Source: an optimization exercise on an open RTL-to-GDS flow (aim: small area and a short achievable clock period). Production flows keep margins and buffers that such runs may drop. Function was checked by simulation only, so behaviour that the tests miss may differ from the original. No activity file was given, so power comes from the tool's default toggle rates.

**flow/config.mk**
```make
export PLATFORM = sky130hd
export DESIGN_NAME = pmp
export DESIGN_NICKNAME = pmp
export VERILOG_FILES = /design/flow/design.v
export SDC_FILE = /design/flow/constraint.sdc
export NUM_CORES = 4
export LEC_CHECK = 0
export CAP_MARGIN = 20
export CORE_MARGIN = 2
export CORE_UTILIZATION = 25
export PLACE_DENSITY = 0.35
export SLEW_MARGIN = 20
```
**flow/constraint.sdc**
```tcl
create_clock -name core_clock -period 18.0 [get_ports {clock}]
set_input_delay 3.6000 -clock core_clock [delete_from_list [all_inputs] [get_ports {clock}]]
set_output_delay 3.6000 -clock core_clock [all_outputs]
set_load 0.01 [all_outputs]
```
**flow/design.v**
```verilog
package cep_define;
typedef enum logic [11:0] {
    CSR_PMPCFG0   = 12'h3A0,
    CSR_PMPCFG1   = 12'h3A1,
    CSR_PMPCFG2   = 12'h3A2,
    CSR_PMPCFG3   = 12'h3A3,
    CSR_PMPADDR0  = 12'h3B0,
    CSR_PMPADDR1  = 12'h3B1,
    CSR_PMPADDR2  = 12'h3B2,
    CSR_PMPADDR3  = 12'h3B3,
    CSR_PMPADDR4  = 12'h3B4,
    CSR_PMPADDR5  = 12'h3B5,
    CSR_PMPADDR6  = 12'h3B6,
    CSR_PMPADDR7  = 12'h3B7,
    CSR_PMPADDR8  = 12'h3B8,
    CSR_PMPADDR9  = 12'h3B9,
    CSR_PMPADDR10 = 12'h3BA,
    CSR_PMPADDR11 = 12'h3BB,
    CSR_PMPADDR12 = 12'h3BC,
    CSR_PMPADDR13 = 12'h3BD,
    CSR_PMPADDR14 = 12'h3BE,
    CSR_PMPADDR15 = 12'h3BF
} pmp_csr_e;
typedef enum logic[1:0] { 
    OFF,
    TOR,
    NA4,
    NAPOT
 } mode;
typedef struct packed {
    logic        L;       
    logic [1:0]  reserved;  
    mode         A;       
    logic        X;       
    logic        W;       
    logic        R;       
} pmpcfg;
typedef enum logic[1:0] { 
   READ,
   WRITE,
   EXECUTE,
   NOTHING
} operations;
endpackage
module tor (
    input logic unsigned [31:0] addr,addr_n_1,addr_n,
    input logic [1:0]size,
    output logic tor_out
    );
always_comb begin
    if ((addr + size) < addr) begin
        tor_out = 1'b0;
    end 
    else begin
        tor_out = (addr>=addr_n_1) && ((addr+size)< (addr_n));
    end
end
endmodule
module na4 (
    input logic unsigned [31:0] addr,addr_n,
    input logic [1:0]size,
    output logic na4_out
    );
always_comb begin
    if ((addr + size) < addr) begin
        na4_out = 1'b0;
    end 
    else begin
        na4_out=(addr>=(addr_n))  && ((addr+size) <= (addr_n+3));
    end
end
endmodule
module napot (
    input logic unsigned [31:0] addr,addr_n,
    input logic [1:0]size,
    output logic napot_out
);
logic [5:0]position;
logic [31:0]ones,base,offset;
assign ones=(~(32'b0) << position+1);
assign base=(addr_n & (ones));
assign offset=(32'h8<<position);
always_comb begin
    if ((addr + size) < addr) begin
        napot_out = 1'b0;
    end 
    else begin
        napot_out = ((((base) + offset-1) >= (addr+size)) && (addr >= (base)));
    end
end
always_comb begin :priority_circuit
    casez (addr_n)   
        32'b???????????????????????????????0: position = 6'd0;
        32'b??????????????????????????????01: position = 6'd1;
        32'b?????????????????????????????011: position = 6'd2;
        32'b????????????????????????????0111: position = 6'd3;
        32'b???????????????????????????01111: position = 6'd4;
        32'b??????????????????????????011111: position = 6'd5;
        32'b?????????????????????????0111111: position = 6'd6;
        32'b????????????????????????01111111: position = 6'd7;
        32'b???????????????????????011111111: position = 6'd8;
        32'b??????????????????????0111111111: position = 6'd9;
        32'b?????????????????????01111111111: position = 6'd10;
        32'b????????????????????011111111111: position = 6'd11;
        32'b???????????????????0111111111111: position = 6'd12;
        32'b??????????????????01111111111111: position = 6'd13;
        32'b?????????????????011111111111111: position = 6'd14;
        32'b????????????????0111111111111111: position = 6'd15;
        32'b???????????????01111111111111111: position = 6'd16;
        32'b??????????????011111111111111111: position = 6'd17;
        32'b?????????????0111111111111111111: position = 6'd18;
        32'b????????????01111111111111111111: position = 6'd19;
        32'b???????????011111111111111111111: position = 6'd20;
        32'b??????????0111111111111111111111: position = 6'd21;
        32'b?????????01111111111111111111111: position = 6'd22;
        32'b????????011111111111111111111111: position = 6'd23;
        32'b???????0111111111111111111111111: position = 6'd24;
        32'b??????01111111111111111111111111: position = 6'd25;
        32'b?????011111111111111111111111111: position = 6'd26;
        32'b????0111111111111111111111111111: position = 6'd27;
        32'b???01111111111111111111111111111: position = 6'd28;
        32'b??011111111111111111111111111111: position = 6'd29;
        32'b?0111111111111111111111111111111: position = 6'd30;
        32'b01111111111111111111111111111111: position = 6'd31;
        32'b11111111111111111111111111111111: position = 6'd32;
        default: position = 6'd0;   
    endcase
end
endmodule
import cep_define ::*;
module addr_check_n (
    input logic unsigned [31:0]addr,addr_n,addr_n_1,
    input logic [1:0]size,
    input logic [1:0]a_n,
    output logic out
);
logic na4_out,napot_out,tor_out;
tor TOR(.*);
na4 NA4(.*);
napot NAPOT(.*);
always_comb begin
    case (a_n)
       2'b00:out = 1'b0;
       2'b01:out = tor_out;
       2'b10:out = na4_out;
       2'b11:out = napot_out;
       default: out= 1'b0;
    endcase
end
endmodule
module pmp_check (
    input logic unsigned [31:0] pmpaddr0_data,  pmpaddr1_data,   pmpaddr2_data,  pmpaddr3_data,  pmpaddr4_data,  pmpaddr5_data,
                                pmpaddr6_data,  pmpaddr7_data,   pmpaddr8_data,  pmpaddr9_data,  pmpaddr10_data, pmpaddr11_data,
                                pmpaddr12_data, pmpaddr13_data,  pmpaddr14_data, pmpaddr15_data,
    input logic          [31:0] pmpcfg0_data, pmpcfg1_data, pmpcfg2_data, pmpcfg3_data,
    input logic          [1:0]  size,
    input logic          [1:0]  priv_mode,oper,
    input logic unsigned [31:0] addr,
    output logic         [1:0]  permission
);
    logic        out0, out1, out2, out3, out4, out5, out6, out7, out8, out9, out10, out11, out12, out13, out14, out15; 
    logic [1:0]  pre_permission;
    logic [15:0] pri;
    logic [4:0]  entry_num;
    logic [31:0] pmpcfg_reg_selected;
    logic        oper_permission, pre_lock;
    cep_define::pmpcfg       pmp0cfg, pmp1cfg,  pmp2cfg,  pmp3cfg,  pmp4cfg,  pmp5cfg,  pmp6cfg,  pmp7cfg, 
                 pmp8cfg, pmp9cfg,  pmp10cfg, pmp11cfg, pmp12cfg, pmp13cfg, pmp14cfg, pmp15cfg;
    cep_define::pmpcfg       pmpcfg_selected;
    assign {pmp3cfg,  pmp2cfg,  pmp1cfg,  pmp0cfg}   = pmpcfg0_data;
    assign {pmp7cfg,  pmp6cfg,  pmp5cfg,  pmp4cfg}   = pmpcfg1_data;
    assign {pmp11cfg, pmp10cfg, pmp9cfg,  pmp8cfg}   = pmpcfg2_data;
    assign {pmp15cfg, pmp14cfg, pmp13cfg, pmp12cfg}  = pmpcfg3_data;
    addr_check_n Addr_Check_0 (.addr, .a_n(pmp0cfg.A),  .addr_n_1(32'b0),          .addr_n(pmpaddr0_data),  .size, .out(out0));
    addr_check_n Addr_Check_1 (.addr, .a_n(pmp1cfg.A),  .addr_n_1(pmpaddr0_data),  .addr_n(pmpaddr1_data),  .size, .out(out1));
    addr_check_n Addr_Check_2 (.addr, .a_n(pmp2cfg.A),  .addr_n_1(pmpaddr1_data),  .addr_n(pmpaddr2_data),  .size, .out(out2));
    addr_check_n Addr_Check_3 (.addr, .a_n(pmp3cfg.A),  .addr_n_1(pmpaddr2_data),  .addr_n(pmpaddr3_data),  .size, .out(out3));
    addr_check_n Addr_Check_4 (.addr, .a_n(pmp4cfg.A),  .addr_n_1(pmpaddr3_data),  .addr_n(pmpaddr4_data),  .size, .out(out4));
    addr_check_n Addr_Check_5 (.addr, .a_n(pmp5cfg.A),  .addr_n_1(pmpaddr4_data),  .addr_n(pmpaddr5_data),  .size, .out(out5));
    addr_check_n Addr_Check_6 (.addr, .a_n(pmp6cfg.A),  .addr_n_1(pmpaddr5_data),  .addr_n(pmpaddr6_data),  .size, .out(out6));
    addr_check_n Addr_Check_7 (.addr, .a_n(pmp7cfg.A),  .addr_n_1(pmpaddr6_data),  .addr_n(pmpaddr7_data),  .size, .out(out7));
    addr_check_n Addr_Check_8 (.addr, .a_n(pmp8cfg.A),  .addr_n_1(pmpaddr7_data),  .addr_n(pmpaddr8_data),  .size, .out(out8));
    addr_check_n Addr_Check_9 (.addr, .a_n(pmp9cfg.A),  .addr_n_1(pmpaddr8_data),  .addr_n(pmpaddr9_data),  .size, .out(out9));
    addr_check_n Addr_Check_10(.addr, .a_n(pmp10cfg.A), .addr_n_1(pmpaddr9_data),  .addr_n(pmpaddr10_data), .size, .out(out10));
    addr_check_n Addr_Check_11(.addr, .a_n(pmp11cfg.A), .addr_n_1(pmpaddr10_data), .addr_n(pmpaddr11_data), .size, .out(out11));
    addr_check_n Addr_Check_12(.addr, .a_n(pmp12cfg.A), .addr_n_1(pmpaddr11_data), .addr_n(pmpaddr12_data), .size, .out(out12));
    addr_check_n Addr_Check_13(.addr, .a_n(pmp13cfg.A), .addr_n_1(pmpaddr12_data), .addr_n(pmpaddr13_data), .size, .out(out13));
    addr_check_n Addr_Check_14(.addr, .a_n(pmp14cfg.A), .addr_n_1(pmpaddr13_data), .addr_n(pmpaddr14_data), .size, .out(out14));
    addr_check_n Addr_Check_15(.addr, .a_n(pmp15cfg.A), .addr_n_1(pmpaddr14_data), .addr_n(pmpaddr15_data), .size, .out(out15));
always_comb begin : priority_circuit
    pri = {out15, out14, out13, out12, out11, out10, out9, out8,
           out7,  out6,  out5,  out4,  out3,  out2,  out1, out0};
    casez (pri)   
        16'b???????????????1: entry_num = 5'd0;
        16'b??????????????10: entry_num = 5'd1;
        16'b?????????????100: entry_num = 5'd2;
        16'b????????????1000: entry_num = 5'd3;
        16'b???????????10000: entry_num = 5'd4;
        16'b??????????100000: entry_num = 5'd5;
        16'b?????????1000000: entry_num = 5'd6;
        16'b????????10000000: entry_num = 5'd7;
        16'b???????100000000: entry_num = 5'd8;
        16'b??????1000000000: entry_num = 5'd9;
        16'b?????10000000000: entry_num = 5'd10;
        16'b????100000000000: entry_num = 5'd11;
        16'b???1000000000000: entry_num = 5'd12;
        16'b??10000000000000: entry_num = 5'd13;
        16'b?100000000000000: entry_num = 5'd14;
        16'b1000000000000000: entry_num = 5'd15;
        default:entry_num=5'd16;
    endcase
end
always_comb begin : selction_of_pmpcfg_reg_and_entry
    case (entry_num[3:2])
        4'd0: pmpcfg_reg_selected = pmpcfg0_data;
        4'd1: pmpcfg_reg_selected = pmpcfg1_data;
        4'd2: pmpcfg_reg_selected = pmpcfg2_data;
        4'd3: pmpcfg_reg_selected = pmpcfg3_data;
        default: pmpcfg_reg_selected = 32'b0;
    endcase
    case (entry_num[1:0])
        4'd0: pmpcfg_selected = pmpcfg_reg_selected[7:0];
        4'd1: pmpcfg_selected = pmpcfg_reg_selected[15:8];
        4'd2: pmpcfg_selected = pmpcfg_reg_selected[23:16];
        4'd3: pmpcfg_selected = pmpcfg_reg_selected[31:24];
        default: pmpcfg_selected = 8'b0;
    endcase
    if (entry_num != 5'd16) begin
    case (oper)
        2'b00: oper_permission = pmpcfg_selected.R;
        2'b01: oper_permission = pmpcfg_selected.W;
        2'b10: oper_permission = pmpcfg_selected.X;
        default: oper_permission = 1'b0; 
    endcase
    end
    else 
        oper_permission = 1'b1;
    end
assign pre_permission = (oper_permission) ? 2'b11 : oper; 
assign pre_lock = (~pmpcfg_selected.L) && (priv_mode==2'b0);
assign permission = (pre_lock) ? {1'b1, pre_lock} : pre_permission;
endmodule
module pmp_registers (
    input  logic                 clock, reset, wr_en,
    input  logic          [1:0]  priv_mode,
    input  logic          [31:0] wdata,
    input  logic unsigned [31:0] rw_addr,
    output logic          [31:0] rdata,
    output logic unsigned [31:0] pmpaddr0_data,  pmpaddr1_data,  pmpaddr2_data,  pmpaddr3_data,  pmpaddr4_data,   pmpaddr5_data,
                                 pmpaddr6_data,  pmpaddr7_data,  pmpaddr8_data,  pmpaddr9_data,  pmpaddr10_data,  pmpaddr11_data,
                                 pmpaddr12_data, pmpaddr13_data, pmpaddr14_data, pmpaddr15_data,
    output logic          [31:0] pmpcfg0_data,   pmpcfg1_data,   pmpcfg2_data,   pmpcfg3_data
);
    logic unsigned [31:0] pmpaddr0, pmpaddr1, pmpaddr2,  pmpaddr3,  pmpaddr4,  pmpaddr5,  pmpaddr6,  pmpaddr7,
                          pmpaddr8, pmpaddr9, pmpaddr10, pmpaddr11, pmpaddr12, pmpaddr13, pmpaddr14, pmpaddr15;
    logic          [31:0] pmpcfg0, pmpcfg1, pmpcfg2, pmpcfg3;
    always_ff @(posedge clock) begin
        if (reset)begin
            pmpcfg0   <= 32'b0;
            pmpcfg1   <= 32'b0;
            pmpcfg2   <= 32'b0;
            pmpcfg3   <= 32'b0;
            pmpaddr0  <= 32'b0;
            pmpaddr1  <= 32'b0;
            pmpaddr2  <= 32'b0;
            pmpaddr3  <= 32'b0;
            pmpaddr4  <= 32'b0;
            pmpaddr5  <= 32'b0;
            pmpaddr6  <= 32'b0;
            pmpaddr7  <= 32'b0;
            pmpaddr8  <= 32'b0;
            pmpaddr9  <= 32'b0;
            pmpaddr10 <= 32'b0;
            pmpaddr11 <= 32'b0;
            pmpaddr12 <= 32'b0;
            pmpaddr13 <= 32'b0;
            pmpaddr14 <= 32'b0;
            pmpaddr15 <= 32'b0;
        end
        else if (wr_en && (priv_mode == 2'b0)) begin
            case (rw_addr)
                cep_define::CSR_PMPCFG0:
                    if (~(pmpcfg0[7]  || pmpcfg0[15] || pmpcfg0[23] || pmpcfg0[31]))
                        pmpcfg0 <= wdata;
                cep_define::CSR_PMPCFG1:
                    if (~(pmpcfg1[7]  || pmpcfg1[15] || pmpcfg1[23] || pmpcfg1[31]))
                        pmpcfg1 <= wdata;
                cep_define::CSR_PMPCFG2:
                    if (~(pmpcfg2[7]  || pmpcfg2[15] || pmpcfg2[23] || pmpcfg2[31]))
                        pmpcfg2 <= wdata;
                cep_define::CSR_PMPCFG3:
                    if (~(pmpcfg3[7]  || pmpcfg3[15] || pmpcfg3[23] || pmpcfg3[31]))
                        pmpcfg3 <= wdata;
                cep_define::CSR_PMPADDR0:
                    if (~pmpcfg0[7])        
                        pmpaddr0  <= wdata;
                cep_define::CSR_PMPADDR1:
                    if (~pmpcfg0[15])       
                        pmpaddr1  <= wdata;
                cep_define::CSR_PMPADDR2:
                    if (~pmpcfg0[23])       
                        pmpaddr2  <= wdata;
                cep_define::CSR_PMPADDR3:
                    if (~pmpcfg0[31])       
                        pmpaddr3  <= wdata;
                cep_define::CSR_PMPADDR4:
                    if (~pmpcfg1[7])        
                        pmpaddr4  <= wdata;
                cep_define::CSR_PMPADDR5:
                    if (~pmpcfg1[15])       
                        pmpaddr5  <= wdata;
                cep_define::CSR_PMPADDR6:
                    if (~pmpcfg1[23])       
                        pmpaddr6  <= wdata;
                cep_define::CSR_PMPADDR7:
                    if (~pmpcfg1[31])       
                        pmpaddr7  <= wdata;
                cep_define::CSR_PMPADDR8:
                    if (~pmpcfg2[7])        
                        pmpaddr8  <= wdata;
                cep_define::CSR_PMPADDR9:
                    if (~pmpcfg2[15])       
                        pmpaddr9  <= wdata;
                cep_define::CSR_PMPADDR10:
                    if (~pmpcfg2[23])       
                        pmpaddr10 <= wdata;
                cep_define::CSR_PMPADDR11:
                    if (~pmpcfg2[31])       
                        pmpaddr11 <= wdata;
                cep_define::CSR_PMPADDR12:
                    if (~pmpcfg3[7])        
                        pmpaddr12 <= wdata;
                cep_define::CSR_PMPADDR13:
                    if (~pmpcfg3[15])       
                        pmpaddr13 <= wdata;
                cep_define::CSR_PMPADDR14:
                    if (~pmpcfg3[23])       
                        pmpaddr14 <= wdata;
                cep_define::CSR_PMPADDR15:
                    if (~pmpcfg3[31])       
                        pmpaddr15 <= wdata;
                default:  ;
            endcase
        end
    end
    always_comb begin
        if (priv_mode==2'b0 && !(wr_en)) begin
            case (rw_addr)
                cep_define::CSR_PMPCFG0:   rdata = pmpcfg0;
                cep_define::CSR_PMPCFG1:   rdata = pmpcfg1;
                cep_define::CSR_PMPCFG2:   rdata = pmpcfg2;
                cep_define::CSR_PMPCFG3:   rdata = pmpcfg3;
                cep_define::CSR_PMPADDR0:  rdata = pmpaddr0;
                cep_define::CSR_PMPADDR1:  rdata = pmpaddr1;
                cep_define::CSR_PMPADDR2:  rdata = pmpaddr2;
                cep_define::CSR_PMPADDR3:  rdata = pmpaddr3;
                cep_define::CSR_PMPADDR4:  rdata = pmpaddr4;
                cep_define::CSR_PMPADDR5:  rdata = pmpaddr5;
                cep_define::CSR_PMPADDR6:  rdata = pmpaddr6;
                cep_define::CSR_PMPADDR7:  rdata = pmpaddr7;
                cep_define::CSR_PMPADDR8:  rdata = pmpaddr8;
                cep_define::CSR_PMPADDR9:  rdata = pmpaddr9;
                cep_define::CSR_PMPADDR10: rdata = pmpaddr10;
                cep_define::CSR_PMPADDR11: rdata = pmpaddr11;
                cep_define::CSR_PMPADDR12: rdata = pmpaddr12;
                cep_define::CSR_PMPADDR13: rdata = pmpaddr13;
                cep_define::CSR_PMPADDR14: rdata = pmpaddr14;
                cep_define::CSR_PMPADDR15: rdata = pmpaddr15;
                default:       rdata = 32'b0;
            endcase
        end 
        else rdata = 32'b0;
    end
    assign pmpcfg0_data   = pmpcfg0;
    assign pmpcfg1_data   = pmpcfg1;
    assign pmpcfg2_data   = pmpcfg2;
    assign pmpcfg3_data   = pmpcfg3;
    assign pmpaddr0_data  = pmpaddr0;
    assign pmpaddr1_data  = pmpaddr1;
    assign pmpaddr2_data  = pmpaddr2;
    assign pmpaddr3_data  = pmpaddr3;
    assign pmpaddr4_data  = pmpaddr4;
    assign pmpaddr5_data  = pmpaddr5;
    assign pmpaddr6_data  = pmpaddr6;
    assign pmpaddr7_data  = pmpaddr7;
    assign pmpaddr8_data  = pmpaddr8;
    assign pmpaddr9_data  = pmpaddr9;
    assign pmpaddr10_data = pmpaddr10;
    assign pmpaddr11_data = pmpaddr11;
    assign pmpaddr12_data = pmpaddr12;
    assign pmpaddr13_data = pmpaddr13;
    assign pmpaddr14_data = pmpaddr14;
    assign pmpaddr15_data = pmpaddr15;
endmodule
module pmp (
    input  logic                 clock, reset, wr_en,
    input  logic          [1:0]  oper, size, priv_mode,
    input  logic unsigned [31:0] addr, rw_addr,
    input  logic          [31:0] wdata,
    output logic          [31:0] rdata,
    output logic          [1:0]  permission
);
    logic unsigned [31:0] pmpaddr0_data,  pmpaddr1_data,  pmpaddr2_data,  pmpaddr3_data,  pmpaddr4_data,   pmpaddr5_data,
                          pmpaddr6_data,  pmpaddr7_data,  pmpaddr8_data,  pmpaddr9_data,  pmpaddr10_data,  pmpaddr11_data,
                          pmpaddr12_data, pmpaddr13_data, pmpaddr14_data, pmpaddr15_data;
    logic          [31:0] pmpcfg0_data, pmpcfg1_data, pmpcfg2_data, pmpcfg3_data;
    pmp_registers PMP_REG(.*);
    pmp_check PMP_CHECK(.*);
endmodule
```
**flow/run.sh**
```bash
#!/bin/bash
# synth_recipe.tcl (not shown) runs the flow's synth.tcl, then flattens the netlist and writes it again
# the make line also repeats each setting of config.mk as NAME=value (left out here)
make -C /OpenROAD-flow-scripts/flow DESIGN_CONFIG=/design/flow/config.mk WORK_HOME=/design/flow/orfs CLKGATE_MAP_FILE= SYNTH_SCRIPT=/design/flow/synth_recipe.tcl finish
```
==> summary.txt <==
==> logic make-up (layout without fill, tap and decap cells) <==
kind of cell	after synthesis	count (layout)	synth area share, %
simple gates	6571	6571	22.01
fa+ha+maj	3666	3666	33.28
buf+inv	2486	2723	6.774
other cells	0	67	0
mux	27	27	0.1965
xor+xnor	959	959	6.077
flops	640	640	9.271
compound gates	4852	4852	22.39
==> cell type report <==
class	instances	area share [%]
clock inverters	49	0.3775
well taps	7287	5.853
diodes	67	0.1076
repair buffers	802	4.142
flip-flops and latches	640	8.249
multi-input cells	16080	75.26
inverters	1748	4.256
clock buffers	124	1.753
==> state kept, by name (all words and copies together), names as in the netlist <==
signal,flops
PMP_REG.pmpcfg0,32
PMP_REG.pmpaddr13,32
PMP_REG.pmpaddr4,32
PMP_REG.pmpaddr1,32
PMP_REG.pmpaddr11,32
PMP_REG.pmpaddr9,32
PMP_REG.pmpcfg2,32
PMP_REG.pmpcfg3,32
PMP_REG.pmpcfg1,32
PMP_REG.pmpaddr15,32
PMP_REG.pmpaddr8,32
PMP_REG.pmpaddr12,32
PMP_REG.pmpaddr0,32
PMP_REG.pmpaddr2,32
PMP_REG.pmpaddr14,32
PMP_REG.pmpaddr6,32
PMP_REG.pmpaddr5,32
PMP_REG.pmpaddr10,32
PMP_REG.pmpaddr7,32
PMP_REG.pmpaddr3,32
==> worst min-delay path by stage <==
stage,from,to,slack (ns),cells after the start
floorplan,PMP_REG.pmpcfg0[29]$_SDFFE_PP0P_,PMP_REG.pmpcfg0[29]$_SDFFE_PP0P_,0.44,2
global placement,PMP_REG.pmpcfg1[28]$_SDFFE_PP0P_,PMP_REG.pmpcfg1[28]$_SDFFE_PP0P_,0.44,2
detailed placement,PMP_REG.pmpcfg1[22]$_SDFFE_PP0P_,PMP_REG.pmpcfg1[22]$_SDFFE_PP0P_,0.45,2
CTS,PMP_REG.pmpcfg1[22]$_SDFFE_PP0P_,PMP_REG.pmpcfg1[22]$_SDFFE_PP0P_,0.45,2
global route,PMP_REG.pmpcfg1[6]$_SDFFE_PP0P_,PMP_REG.pmpcfg1[6]$_SDFFE_PP0P_,0.47,2
finish,PMP_REG.pmpcfg1[28]$_SDFFE_PP0P_,PMP_REG.pmpcfg1[28]$_SDFFE_PP0P_,0.46,2
==> worst min-delay path, cell delays in order (launching register included) <==
cell                      delay [ns]
sky130_fd_sc_hd__dfxtp_1        0.31
sky130_fd_sc_hd__nand2_1        0.05
sky130_fd_sc_hd__a21oi_1        0.05
==> per-layer routing <==
| layer | track usage [%] | part of all wire (%) |
|---|---|---|
| met1 | 42.88 | 43 |
| met2 | 48.57 | 42 |
| met3 | 5.613 | 8.0 |
| met4 | 17.76 | 6.5 |
| met5 | 0 | 0.019 |
==> timing repair <==
action / CTS / global route
setup buffers: 1 / 5
setup endpoints to repair: 2 / 2
pin swaps: 1 / 8
gates resized for setup: 11 / 117
==> Yosys cell counts, drive strengths merged (59+ instances only) <==
| library cell | number |
|---|---|
| a31oi | 160 |
| nand3 | 833 |
| and3 | 161 |
| a211oi | 215 |
| dfxtp | 640 |
| clkbuf | 713 |
| o211ai | 322 |
| o21a | 113 |
| o21ai | 797 |
| and4 | 68 |
| a21oi | 1727 |
| and2 | 101 |
| nand4 | 497 |
| xnor2 | 829 |
| o31ai | 68 |
| nor3 | 387 |
| nand2b | 128 |
| ha | 3649 |
| nor4 | 123 |
| nor2b | 215 |
| nand2 | 2870 |
| nor2 | 958 |
| a21boi | 59 |
| a22oi | 135 |
| a21o | 507 |
| a221oi | 125 |
| xor2 | 130 |
| a2111oi | 66 |
| or3 | 63 |
| or2 | 67 |
| inv | 1748 |
==> through the flow <==
step / cells / power [mW] / cell area, um2 / utilization, % / setup WS (ns)
after global routing: 26730 / 5.225 / 155600 / 28.21 / 0.02192
after CTS: 26720 / 5.062 / 155000 / 28.10 / 0.001090
after global placement: 26540 / 2.958 / 151500 / 27.47 / 0.03249
after floorplan: 19200 / 2.084 / 138200 / - / 3.737
after detailed placement: 26540 / 2.957 / 151600 / 27.48 / 0.2018
final: 26790 / 5.100 / 155800 / 28.24 / 0.5680
==> power by group <==
part | total, mW | switching, mW | internal, mW | leakage, nW
Combinational | 1.55 | 1.14 | 0.417 | 56.5
Clock | 2.13 | 0.905 | 1.23 | 1.62
Sequential | 1.42 | 0.000000000165 | 1.42 | 5.16
==> impl_metrics.env <==
export IMPL_startpoint_type="register"
export IMPL_detail_route_iter0_violations=17890
export IMPL_synth_async_reset_ratio_pct=0
export IMPL_setup_repair_after_global_routing_missed_its_margin="false"
export IMPL_clock_sinks=640
export IMPL_max_vdd_ir_drop_mv=0.07448
export IMPL_netlist_top_cells_area="sky130_fd_sc_hd__ha_1 33%, sky130_fd_sc_hd__dfxtp_1 9.3%, sky130_fd_sc_hd__nand2_1 7.8%"
export IMPL_cp_max_fo=8
export IMPL_crit_reg2reg_launch="PMP_REG.pmpcfg1[7]$_SDFFE_PP0P_"
export IMPL_timing_hold_ws_ns=0.4552
export IMPL_setup_reg_to_reg_worst_slack_ns=15.37
export IMPL_slew_headroom_pct=2.806
export IMPL_tritoncts="yes"
export IMPL_power_density_nw_per_um2=32.74
export IMPL_achievable_frequency_ghz=0.05737
export IMPL_critical_path_class="register to output pin"
export IMPL_startpoint="PMP_REG.pmpaddr14[5]$_SDFFE_PP0P_"
export IMPL_holdCritPathClass="register to register"
export IMPL_post_synth_instance_area_um2=138200
export IMPL_die_width_um=747.5
export IMPL_synth_seq_cells=640
export IMPL_synthDistinctLibCells=104
export IMPL_routedWlPerCell_um=34.99
export IMPL_pin_count_of_the_biggest_net_entering_global_routing=169
export IMPL_critPathMaxStageDelay_ns=0.86
export IMPL_numPortBuffers=138
export IMPL_final_period_minus_worst_setup_slack_ns=17.43
export IMPL_seqCellArea_um2=12850
export IMPL_grt_total_usage_pct=32.06
export IMPL_finClkSkew_ns=0.09716
export IMPL_antenna_found_initial=155
export IMPL_synthDominantAreaCellType="sky130_fd_sc_hd__ha_1"
export IMPL_timing_critical_path_to="permission[0]"
export IMPL_initial_core_util_pct=25.05
export IMPL_report_final_setup_viol=0
export IMPL_layout_cells_most_common_list="3633 x sky130_fd_sc_hd__ha_1, 2865 x sky130_fd_sc_hd__nand2_1, 1718 x sky130_fd_sc_hd__a21oi_1, 1714 x sky130_fd_sc_hd__inv_1, 937 x sky130_fd_sc_hd__nor2_1"
export IMPL_postCtsHoldBufs=0
export IMPL_yosys_warnings=6
export IMPL_cell_leakage_power_nw=63.32
export IMPL_globalRoute_totalOverflow=0
export IMPL_cp_data_required_time_ns=14.40
export IMPL_critical_path_buf_inv_count=4
export IMPL_via_count=153300
export IMPL_dp_final_hpwl_mm=732.1
export IMPL_maxCapViolations=0
export IMPL_cts_made_buffers=97
export IMPL_drive_gt1_share_pct=6.282
export IMPL_detailedRoute_firstPassIterationCount=8
export IMPL_ant_nets_after_route=0
export IMPL_finalHoldViolCount=0
export IMPL_routed_via_density=5.722
export IMPL_routabilityCongestion=1.008
export IMPL_grt_first_pass_wirelength_mm=1249
export IMPL_reg2reg_depth=5
export IMPL_multi_input_comb_area_um2=117200
export IMPL_synthesis_nets=22970
export IMPL_postRouteWirelength_mm=937.5
export IMPL_clock_latency_on_the_worst_skew_pair_ns=0.91
export IMPL_clock_pin_transition_on_the_worst_setup_and_hold_timing_paths_ns=0.06
export IMPL_synth_area_per_cell_um2=7.198
export IMPL_floorplan_io_pins=139
export IMPL_route_detailed_drc=0
export IMPL_cts_root_to_sink_buffers=4
export IMPL_period_share_pct=96.84
export IMPL_grt_pass1_vias=142800
export IMPL_layout_cells_most_common="sky130_fd_sc_hd__ha_1"
export IMPL_cpLargestDelayFamily="compound AO/OA/AOI/OAI gates"
export IMPL_count_of_flip_flops_with_a_built_in_enable_after_synthesis=0
export IMPL_synthesis_instances=19200
export IMPL_tns_ns=0
export IMPL_ctsRootBufferMaster="sky130_fd_sc_hd__clkbuf_16"
export IMPL_fp_row_count=273
export IMPL_dominantRegCellSynth="sky130_fd_sc_hd__dfxtp_1"
export IMPL_worst_path_stages=44
export IMPL_count_of_fill_cells_added_during_filler_insertion=60750
export IMPL_synth_yosys_seq_area_share_pct=9.271
export IMPL_htree_num_levels=3
export IMPL_run_status="finished clean"
export IMPL_dieArea_um2=558800
export IMPL_worst_path_max_delay_cell="sky130_fd_sc_hd__a311oi_1"
export IMPL_crit_path_end_kind="output pin"
export IMPL_area_growth_syn_to_layout_pct=12.71
export IMPL_worst_r2r_endpoint="PMP_REG.pmpcfg1[19]$_SDFFE_PP0P_"
export IMPL_critPathArrivalTime_ns=13.83
export IMPL_slew_of_the_pin_with_the_lowest_slew_margin_ns=1.443
export IMPL_design_final_nets=23140
export IMPL_post_synth_top_area_fraction_pct=33.04
export IMPL_timing_final_max_slew_violations=0
export IMPL_die_height_um=747.5
export IMPL_core_box_area_um2=551600

[what the ideal ports hide]
In the flow no input, the clock included, has a driving cell. The finished layout below was timed again as built, in two steps. Step 1 (the two cells are an assumption about what drives the block):
set clk [get_ports {clock}]
set_driving_cell -lib_cell sky130_fd_sc_hd__clkbuf_16 $clk
set_driving_cell -lib_cell sky130_fd_sc_hd__buf_2 [delete_from_list [all_inputs] $clk]
Step 2 also shifts input and output timing later by t, the mid clock arrival at the registers, as if the neighbouring blocks saw the same clock. Three values: ideal ports, drivers, drivers and shift; two values: the first two.
shift t [ns]: 0.948
setup slack, ns: 0.568 / 0.469 / 1.189
hold WS [ns]: 0.455 / 0.455 / 0.455
slew at the worst register clock pin (ns): 0.07 / 0.07
After both steps this run still meets setup and hold. For this run, drivers alone change the setup slack by -0.099 ns; drivers and shift together by +0.621 ns.
